Background: an optimization exercise with open tools, aiming at small area, a short achievable clock period and few clock cycles. Do not read the settings as production practice. Where RTL was checked, it was by simulation tests only, not by an equivalence proof against the original. Power is estimated from default activity; no workload was simulated.

==> job 8778 <==
Design LASER, start of the top module:
module LASER(CLK, RST, X, Y, C1X, C1Y, C2X, C2Y, DONE);
input CLK, RST;
input [3:0] X, Y;
output reg DONE;
output [3:0] C1X, C1Y, C2X, C2Y;
reg rq;
reg [3:0] xq, yq;
reg [5:0] t;
reg [2:0] ph;
reg [15:0] m0;
reg [15:0] m2;
reg [15:0] m3;
reg [15:0] m4;
reg [15:0] m5;
reg [15:0] m6;
reg [15:0] m7;
reg [15:0] m8;
reg [15:0] m9;
reg [15:0] m10;
reg [15:0] m11;
reg [15:0] m12;
reg [15:0] m13;
reg [15:0] m14;
wire we    = ~rq & (t >= 6'd1) & (t <= 6'd40);
wire keep  = ~rq & (t >= 6'd1) & (t <= 6'd55);
wire pass2 = (t >= 6'd49);
wire [3:0] prow = yq - {ph, 1'b0} - 4'd2;
wire [15:0] pdec = we ? (16'd1 << prow) : 16'd0;
always @(posedge CLK) begin
  rq <= RST;
  xq <= X;
  yq <= Y;
  if (rq) begin t <= 6'd0; ph <= 3'd0; end
  else begin t <= (t == 6'd60) ? 6'd0 : t + 6'd1; ph <= ph + 3'd1; end
end
always @(posedge CLK) m0 <= (keep ? {m0[1:0], m0[15:2]} : 16'd0) | ((xq == 4'd0) ? pdec : 16'd0);
always @(posedge CLK) m2 <= (keep ? {m2[1:0], m2[15:2]} : 16'd0) | ((xq == 4'd2) ? pdec : 16'd0);
always @(posedge CLK) m3 <= (keep ? {m3[1:0], m3[15:2]} : 16'd0) | ((xq == 4'd3) ? pdec : 16'd0);
always @(posedge CLK) m4 <= (keep ? {m4[1:0], m4[15:2]} : 16'd0) | ((xq == 4'd4) ? pdec : 16'd0);
always @(posedge CLK) m5 <= (keep ? {m5[1:0], m5[15:2]} : 16'd0) | ((xq == 4'd5) ? pdec : 16'd0);
always @(posedge CLK) m6 <= (keep ? {m6[1:0], m6[15:2]} : 16'd0) | ((xq == 4'd6) ? pdec : 16'd0);
always @(posedge CLK) m7 <= (keep ? {m7[1:0], m7[15:2]} : 16'd0) | ((xq == 4'd7) ? pdec : 16'd0);
always @(posedge CLK) m8 <= (keep ? {m8[1:0], m8[15:2]} : 16'd0) | ((xq == 4'd8) ? pdec : 16'd0);
always @(posedge CLK) m9 <= (keep ? {m9[1:0], m9[15:2]} : 16'd0) | ((xq == 4'd9) ? pdec : 16'd0);
always @(posedge CLK) m10 <= (keep ? {m10[1:0], m10[15:2]} : 16'd0) | ((xq == 4'd10) ? pdec : 16'd0);
always @(posedge CLK) m11 <= (keep ? {m11[1:0], m11[15:2]} : 16'd0) | ((xq == 4'd11) ? pdec : 16'd0);
always @(posedge CLK) m12 <= (keep ? {m12[1:0], m12[15:2]} : 16'd0) | ((xq == 4'd12) ? pdec : 16'd0);
  ...
==> flow/config.mk <==
export PLATFORM = sky130hd
export DESIGN_NAME = LASER
export DESIGN_NICKNAME = LASER
export VERILOG_FILES = /design/flow/design.v
export SDC_FILE = /design/flow/constraint.sdc
export NUM_CORES = 4
export LEC_CHECK = 0
export CAP_MARGIN = 20
export CORE_MARGIN = 2
export CORE_UTILIZATION = 40
export SLEW_MARGIN = 20
==> flow/constraint.sdc <==
create_clock -name core_clock -period 6.0 [get_ports {CLK}]
set_input_delay 1.2000 -clock core_clock [delete_from_list [all_inputs] [get_ports {CLK}]]
set_output_delay 1.2000 -clock core_clock [all_outputs]
set_load 0.01 [all_outputs]
run.sh (not shown) runs the stock make flow with config.mk's settings and CLKGATE_MAP_FILE= SYNTH_SCRIPT=/design/flow/synth_recipe.tcl, a recipe that flattens the netlist after the stock synthesis.
==> job 963 (differences from job 8778) <==
--- a/flow/design.v
+++ b/flow/design.v
@@ -2,11 +2,11 @@
 input CLK, RST;
 input [3:0] X, Y;
 output reg DONE;
 output [3:0] C1X, C1Y, C2X, C2Y;
 reg rq;
-reg [3:0] xq, yq;
+reg [3:0] xq;
 reg [5:0] t;
 reg [2:0] ph;
 reg [15:0] m0;
 reg [15:0] m2;
 reg [15:0] m3;
@@ -19,21 +19,26 @@
 reg [15:0] m10;
 reg [15:0] m11;
 reg [15:0] m12;
 reg [15:0] m13;
 reg [15:0] m14;
-wire we    = ~rq & (t >= 6'd1) & (t <= 6'd40);
-wire keep  = ~rq & (t >= 6'd1) & (t <= 6'd55);
-wire pass2 = (t >= 6'd49);
-wire [3:0] prow = yq - {ph, 1'b0} - 4'd2;
-wire [15:0] pdec = we ? (16'd1 << prow) : 16'd0;
+reg we, keep, pass2, upd, upd2, clr;
+reg [3:0] yo;    
+wire [5:0] tn = rq ? 6'd0 : (t == 6'd60) ? 6'd0 : t + 6'd1;
+wire [15:0] pdec = we ? (16'd1 << yo) : 16'd0;
 always @(posedge CLK) begin
   rq <= RST;
   xq <= X;
-  yq <= Y;
-  if (rq) begin t <= 6'd0; ph <= 3'd0; end
-  else begin t <= (t == 6'd60) ? 6'd0 : t + 6'd1; ph <= ph + 3'd1; end
+  yo <= Y - {ph, 1'b0} - 4'd4;
+  t <= tn;
+  ph <= rq ? 3'd0 : ph + 3'd1;
+  we    <= ~RST & (tn >= 6'd1) & (tn <= 6'd40);
+  keep  <= ~RST & (tn >= 6'd1) & (tn <= 6'd55);
+  pass2 <= (tn >= 6'd49);
+  upd   <= ~RST & (tn >= 6'd44) & (tn <= 6'd59);
+  upd2  <= (tn >= 6'd52);
+  clr   <= RST | (tn == 6'd0);
 end
 always @(posedge CLK) m0 <= (keep ? {m0[1:0], m0[15:2]} : 16'd0) | ((xq == 4'd0) ? pdec : 16'd0);
 always @(posedge CLK) m2 <= (keep ? {m2[1:0], m2[15:2]} : 16'd0) | ((xq == 4'd2) ? pdec : 16'd0);
 always @(posedge CLK) m3 <= (keep ? {m3[1:0], m3[15:2]} : 16'd0) | ((xq == 4'd3) ? pdec : 16'd0);
 always @(posedge CLK) m4 <= (keep ? {m4[1:0], m4[15:2]} : 16'd0) | ((xq == 4'd4) ? pdec : 16'd0);
@@ -258,17 +263,15 @@
   row1 <= ph; row2 <= row1; rr <= row2;
   rs <= mx; rx <= fx;
 end
 reg [4:0] b1s, b2s;
 reg [2:0] b1x, b1r, b2x, b2r;
-wire upd  = ~rq & (t >= 6'd44) & (t <= 6'd59);
-wire upd2 = (t >= 6'd52);
 wire [4:0] bs = upd2 ? b2s : b1s;
 wire [2:0] br = upd2 ? b2r : b1r;
 wire win = (rs > bs) | ((rs == bs) & (rr < br));
 always @(posedge CLK) begin
-  if (rq | (t == 6'd0)) begin
+  if (clr) begin
     b1s <= 5'd0; b1x <= 3'd0; b1r <= 3'd0;
     b2s <= 5'd0; b2x <= 3'd0; b2r <= 3'd0;
   end else if (upd & win) begin
     if (upd2) begin b2s <= rs; b2x <= rx; b2r <= rr; end
     else      begin b1s <= rs; b1x <= rx; b1r <= rr; end
- SETUP_SLACK_MARGIN: default -> 3.0
==> notes <==
Of job 963 and job 8778, job 963 has the higher non-clock buffer count (gap 22).
First-iteration DRC count: job 963 is smaller than job 8778 (about 6%).
In job 963 the clock skew is lower than in job 8778, by 0.014 ns.
Against job 963, the total power of job 8778 is smaller by 6.9%.
Of job 963 and job 8778, job 963 has the higher worst setup slack (gap 0.36 ns).
Of job 963 and job 8778, job 963 has the higher utilization (gap 1.8 points).
Of job 8778 and job 963, job 963 has the higher critical path depth (gap 2).
Of job 963 and job 8778, job 963 has the higher global-route usage (gap 0.77 points).
Against job 8778, the flip-flop and latch count of job 963 is higher by 6.
Against job 963, the final area of job 8778 is smaller by 4.0%.
Function was not checked in any run of this note: the RTL went through the layout flow alone.

========
==> inputs of v37 <==
LASER, a different RTL version from the one above (not shown whole).
make LEC_CHECK=0 ABC_AREA=1 CAP_MARGIN=20 CORE_MARGIN=2 CORE_UTILIZATION=40 CTS_BUF_LIST='sky130_fd_sc_hd__clkbuf_4 sky130_fd_sc_hd__clkbuf_8' SETUP_SLACK_MARGIN=3.6 SLEW_MARGIN=20 finish   # period 6.0 ns
==> v3 (differences from v37) <==
--- a/flow/design.v
+++ b/flow/design.v
@@ -147,67 +147,37 @@
 wire w13_3 = m13[3] & v6;
 wire w13_4 = m13[4] & v5;
 wire w14_0 = m14[0];
 wire w14_1 = m14[1];
 wire w14_2 = m14[2] & v6;
 wire w14_3 = m14[3] & v6;
 wire w14_4 = m14[4] & v5;
 reg [2:0] c0s; reg c00, c04;
-wire fs1_2, fc1_2, fs2_2, fc2_2, fs3_2, fc3_2, fs4_2, fc4_2;
-assign {fc1_2, fs1_2} = {1'b0, w2_0} + {1'b0, w2_1} + {1'b0, w2_2};
-assign {fc2_2, fs2_2} = {1'b0, w3_0} + {1'b0, w3_1} + {1'b0, w3_2};
-assign {fc3_2, fs3_2} = {1'b0, fs1_2} + {1'b0, fs2_2} + {1'b0, w2_3};
-assign {fc4_2, fs4_2} = {1'b0, fc1_2} + {1'b0, fc2_2} + {1'b0, fc3_2};
-wire fs1_4, fc1_4, fs2_4, fc2_4, fs3_4, fc3_4, fs4_4, fc4_4;
-assign {fc1_4, fs1_4} = {1'b0, w4_0} + {1'b0, w4_1} + {1'b0, w4_2};
-assign {fc2_4, fs2_4} = {1'b0, w5_0} + {1'b0, w5_1} + {1'b0, w5_2};
-assign {fc3_4, fs3_4} = {1'b0, fs1_4} + {1'b0, fs2_4} + {1'b0, w4_3};
-assign {fc4_4, fs4_4} = {1'b0, fc1_4} + {1'b0, fc2_4} + {1'b0, fc3_4};
-wire fs1_6, fc1_6, fs2_6, fc2_6, fs3_6, fc3_6, fs4_6, fc4_6;
-assign {fc1_6, fs1_6} = {1'b0, w6_0} + {1'b0, w6_1} + {1'b0, w6_2};
-assign {fc2_6, fs2_6} = {1'b0, w7_0} + {1'b0, w7_1} + {1'b0, w7_2};
-assign {fc3_6, fs3_6} = {1'b0, fs1_6} + {1'b0, fs2_6} + {1'b0, w6_3};
-assign {fc4_6, fs4_6} = {1'b0, fc1_6} + {1'b0, fc2_6} + {1'b0, fc3_6};
-wire fs1_8, fc1_8, fs2_8, fc2_8, fs3_8, fc3_8, fs4_8, fc4_8;
-assign {fc1_8, fs1_8} = {1'b0, w8_0} + {1'b0, w8_1} + {1'b0, w8_2};
-assign {fc2_8, fs2_8} = {1'b0, w9_0} + {1'b0, w9_1} + {1'b0, w9_2};
-assign {fc3_8, fs3_8} = {1'b0, fs1_8} + {1'b0, fs2_8} + {1'b0, w8_3};
-assign {fc4_8, fs4_8} = {1'b0, fc1_8} + {1'b0, fc2_8} + {1'b0, fc3_8};
-wire fs1_10, fc1_10, fs2_10, fc2_10, fs3_10, fc3_10, fs4_10, fc4_10;
-assign {fc1_10, fs1_10} = {1'b0, w10_0} + {1'b0, w10_1} + {1'b0, w10_2};
-assign {fc2_10, fs2_10} = {1'b0, w11_0} + {1'b0, w11_1} + {1'b0, w11_2};
-assign {fc3_10, fs3_10} = {1'b0, fs1_10} + {1'b0, fs2_10} + {1'b0, w10_3};
-assign {fc4_10, fs4_10} = {1'b0, fc1_10} + {1'b0, fc2_10} + {1'b0, fc3_10};
-wire fs1_12, fc1_12, fs2_12, fc2_12, fs3_12, fc3_12, fs4_12, fc4_12;
-assign {fc1_12, fs1_12} = {1'b0, w12_0} + {1'b0, w12_1} + {1'b0, w12_2};
-assign {fc2_12, fs2_12} = {1'b0, w13_0} + {1'b0, w13_1} + {1'b0, w13_2};
-assign {fc3_12, fs3_12} = {1'b0, fs1_12} + {1'b0, fs2_12} + {1'b0, w12_3};
-assign {fc4_12, fs4_12} = {1'b0, fc1_12} + {1'b0, fc2_12} + {1'b0, fc3_12};
 reg [2:0] e2; reg [1:0] f2;
 reg [2:0] e4; reg [1:0] f4;
 reg [2:0] e6; reg [1:0] f6;
 reg [2:0] e8; reg [1:0] f8;
 reg [2:0] e10; reg [1:0] f10;
 reg [2:0] e12; reg [1:0] f12;
 reg [2:0] e14; reg [1:0] f14;
 always @(posedge CLK) begin
   c0s <= {2'd0, w0_0} + {2'd0, w0_1} + {2'd0, w0_2} + {2'd0, w0_3};
   c00 <= w0_0; c04 <= w0_4;
-  e2 <= {fc4_2, fs4_2, fs3_2};
+  e2 <= {2'd0, w2_0} + {2'd0, w2_1} + {2'd0, w2_2} + {2'd0, w2_3} + {2'd0, w3_0} + {2'd0, w3_1} + {2'd0, w3_2};
   f2 <= {1'd0, w2_4} + {1'd0, w3_3};
-  e4 <= {fc4_4, fs4_4, fs3_4};
+  e4 <= {2'd0, w4_0} + {2'd0, w4_1} + {2'd0, w4_2} + {2'd0, w4_3} + {2'd0, w5_0} + {2'd0, w5_1} + {2'd0, w5_2};
   f4 <= {1'd0, w4_4} + {1'd0, w5_3};
-  e6 <= {fc4_6, fs4_6, fs3_6};
+  e6 <= {2'd0, w6_0} + {2'd0, w6_1} + {2'd0, w6_2} + {2'd0, w6_3} + {2'd0, w7_0} + {2'd0, w7_1} + {2'd0, w7_2};
   f6 <= {1'd0, w6_4} + {1'd0, w7_3};
-  e8 <= {fc4_8, fs4_8, fs3_8};
+  e8 <= {2'd0, w8_0} + {2'd0, w8_1} + {2'd0, w8_2} + {2'd0, w8_3} + {2'd0, w9_0} + {2'd0, w9_1} + {2'd0, w9_2};
   f8 <= {1'd0, w8_4} + {1'd0, w9_3};
-  e10 <= {fc4_10, fs4_10, fs3_10};
+  e10 <= {2'd0, w10_0} + {2'd0, w10_1} + {2'd0, w10_2} + {2'd0, w10_3} + {2'd0, w11_0} + {2'd0, w11_1} + {2'd0, w11_2};
   f10 <= {1'd0, w10_4} + {1'd0, w11_3};
-  e12 <= {fc4_12, fs4_12, fs3_12};
+  e12 <= {2'd0, w12_0} + {2'd0, w12_1} + {2'd0, w12_2} + {2'd0, w12_3} + {2'd0, w13_0} + {2'd0, w13_1} + {2'd0, w13_2};
   f12 <= {1'd0, w12_4} + {1'd0, w13_3};
   e14 <= {2'd0, w14_0} + {2'd0, w14_1} + {2'd0, w14_2} + {2'd0, w14_3};
   f14 <= {1'd0, w14_4};
 end
 reg [4:0] sc [0:6];
 always @(posedge CLK) begin
   sc[0] <= {2'd0, e2} + {3'd0, f2} + {2'd0, e4} + {2'd0, c0s};
   sc[1] <= {2'd0, e4} + {3'd0, f4} + {2'd0, e6} + {4'd0, c00} + {4'd0, c04};
@@ -220,35 +190,53 @@
 function gt5(input [4:0] a, input [4:0] b);
   reg [4:0] e;
   begin
     e = a ~^ b;
     gt5 = (a[4] & ~b[4]) | (e[4] & a[3] & ~b[3]) | (e[4] & e[3] & a[2] & ~b[2]) |
           (e[4] & e[3] & e[2] & a[1] & ~b[1]) | (e[4] & e[3] & e[2] & e[1] & a[0] & ~b[0]);
   end
 endfunction
-wire g01 = gt5(sc[1], sc[0]), g23 = gt5(sc[3], sc[2]), g45 = gt5(sc[5], sc[4]);
-wire [4:0] s01 = g01 ? sc[1] : sc[0];
-wire [4:0] s23 = g23 ? sc[3] : sc[2];
-wire [4:0] s45 = g45 ? sc[5] : sc[4];
-wire ga = gt5(s23, s01), gb = gt5(sc[6], s45);
-reg [4:0] as, bs6;
-reg [2:0] ax, bx6;
-always @(posedge CLK) begin
-  as <= ga ? s23 : s01;
-  ax <= ga ? (g23 ? 3'd4 : 3'd3) : (g01 ? 3'd2 : 3'd1);
-  bs6 <= gb ? sc[6] : s45;
-  bx6 <= gb ? 3'd7 : (g45 ? 3'd6 : 3'd5);
+wire c0_1 = gt5(sc[1], sc[0]);   
+wire c0_2 = gt5(sc[2], sc[0]);   
+wire c0_3 = gt5(sc[3], sc[0]);   
+wire c0_4 = gt5(sc[4], sc[0]);   
+wire c0_5 = gt5(sc[5], sc[0]);   
+wire c0_6 = gt5(sc[6], sc[0]);   
+wire c1_2 = gt5(sc[2], sc[1]);   
+wire c1_3 = gt5(sc[3], sc[1]);   
+wire c1_4 = gt5(sc[4], sc[1]);   
+wire c1_5 = gt5(sc[5], sc[1]);   
+wire c1_6 = gt5(sc[6], sc[1]);   
+wire c2_3 = gt5(sc[3], sc[2]);   
+wire c2_4 = gt5(sc[4], sc[2]);   
+wire c2_5 = gt5(sc[5], sc[2]);   
+wire c2_6 = gt5(sc[6], sc[2]);   
+wire c3_4 = gt5(sc[4], sc[3]);   
+wire c3_5 = gt5(sc[5], sc[3]);   
+wire c3_6 = gt5(sc[6], sc[3]);   
+wire c4_5 = gt5(sc[5], sc[4]);   
+wire c4_6 = gt5(sc[6], sc[4]);   
+wire c5_6 = gt5(sc[6], sc[5]);   
+wire win0 = ~c0_1 & ~c0_2 & ~c0_3 & ~c0_4 & ~c0_5 & ~c0_6;
+wire win1 = c0_1 & ~c1_2 & ~c1_3 & ~c1_4 & ~c1_5 & ~c1_6;
+wire win2 = c0_2 & c1_2 & ~c2_3 & ~c2_4 & ~c2_5 & ~c2_6;
+wire win3 = c0_3 & c1_3 & c2_3 & ~c3_4 & ~c3_5 & ~c3_6;
+wire win4 = c0_4 & c1_4 & c2_4 & c3_4 & ~c4_5 & ~c4_6;
+wire win5 = c0_5 & c1_5 & c2_5 & c3_5 & c4_5 & ~c5_6;
+wire win6 = c0_6 & c1_6 & c2_6 & c3_6 & c4_6 & c5_6;
+reg [4:0] rs;
+reg [2:0] rx;
+always @(posedge CLK) begin
+  rs <= ({5{win0}} & sc[0]) | ({5{win1}} & sc[1]) | ({5{win2}} & sc[2]) | ({5{win3}} & sc[3]) | ({5{win4}} & sc[4]) | ({5{win5}} & sc[5]) | ({5{win6}} & sc[6]);
+  rx <= {win3 | win4 | win5 | win6, win1 | win2 | win5 | win6, win0 | win2 | win4 | win6};
 end
 reg [4:0] bs;
 reg [2:0] bx, br, b1x, b1r;
-wire gab = gt5(bs6, as);
-wire rwin = gab ? gt5(bs6, bs) : gt5(as, bs);
-wire [4:0] rs = gab ? bs6 : as;
-wire [2:0] rx = gab ? bx6 : ax;
+wire rwin = gt5(rs, bs);
 wire [2:0] row3 = ph - 3'd3;    
 always @(posedge CLK) begin
   if (clr) begin
     bs <= 5'd0; bx <= 3'd0; br <= 3'd0; b1x <= 3'd0; b1r <= 3'd0;
   end else if (last1) begin
     b1x <= rwin ? rx : bx; b1r <= rwin ? row3 : br;
     bs <= 5'd0; bx <= 3'd0; br <= 3'd0;
   end else if (upd & rwin) begin
==> flow/config.mk (replaced) <==
export PLATFORM = sky130hd
export DESIGN_NAME = LASER
export DESIGN_NICKNAME = LASER
export VERILOG_FILES = /design/flow/design.v
export SDC_FILE = /design/flow/constraint.sdc
export NUM_CORES = 4
export LEC_CHECK = 0
export ABC_AREA = 1
export CAP_MARGIN = 20
export CORE_MARGIN = 2
export CORE_UTILIZATION = 40
export SETUP_SLACK_MARGIN = 3.6
export SLEW_MARGIN = 20
==> v12 (differences from v37) <==
--- a/flow/config.mk
+++ b/flow/config.mk
@@ -5,10 +5,10 @@
 export SDC_FILE = /design/flow/constraint.sdc
 export NUM_CORES = 4
 export LEC_CHECK = 0
 export ABC_AREA = 1
 export CAP_MARGIN = 20
 export CORE_MARGIN = 2
 export CORE_UTILIZATION = 40
 export CTS_BUF_LIST = sky130_fd_sc_hd__clkbuf_4 sky130_fd_sc_hd__clkbuf_8
-export SETUP_SLACK_MARGIN = 3.6
+export SETUP_SLACK_MARGIN = 3.8
 export SLEW_MARGIN = 20
==> comparison <==
Between v12 and v37, the lower worst setup slack is in v37 (gap 98 ps). Global-route usage, lowest first: v37, v12, v3. Fmax: v37 is smaller than v12 (about 4%). Wire length, highest first: v3, v12, v37. Between v12 and v37, the lower power is in v37 (gap 3.9%, measured against v37). Against v37, the register-to-register slack of v12 is better by 40 ps.
Testbench counts of v37, summed over its fixed seeds: cycles 15,608.
Testbench counts of v3, summed over its fixed seeds: cycles 15,608.
Testbench counts of v12, summed over its fixed seeds: cycles 15,608.

==> separate check: timing with driven ports <==
Ports are ideal in the flow. The routed layouts listed here were re-timed in OpenROAD.
Step 1, drivers: a clkbuf_16 drives CLK and a buf_2 each remaining input, both assumed.
Step 2 also shifts input and output timing later by t, the mid clock arrival at the registers, as if the neighbouring blocks saw the same clock.
a / b / c = ideal ports / drivers / drivers and shift; a / b = the first two.
| run | t, ns | setup slack, ns | hold WS [ns] | latest minus earliest clock arrival (ns) | cell pins on the clock port's net |
|---|---|---|---|---|---|
| job 8778 | 0.570 | 1.942 / 1.942 / 1.942 | 0.321 / 0.321 / 0.321 | 0.041 / 0.041 | 1 |
| job 963 | 0.583 | 2.300 / 2.300 / 2.300 | 0.326 / 0.326 / 0.326 | 0.031 / 0.031 | 1 |
| v37 | 0.613 | 3.661 / 3.613 / 3.129 | 0.353 / 0.353 / 0.353 | 0.055 / 0.055 | 1 |
| v3 | 0.572 | 3.628 / 3.604 / 3.109 | 0.377 / 0.377 / 0.377 | 0.026 / 0.025 | 1 |
| v12 | 0.651 | 3.759 / 3.713 / 3.214 | 0.352 / 0.352 / 0.352 | 0.031 / 0.030 | 1 |
After both steps setup and hold are still met in every run listed. For v12, which loses most, drivers alone change the setup slack by -0.046 ns; drivers and shift together by -0.545 ns.
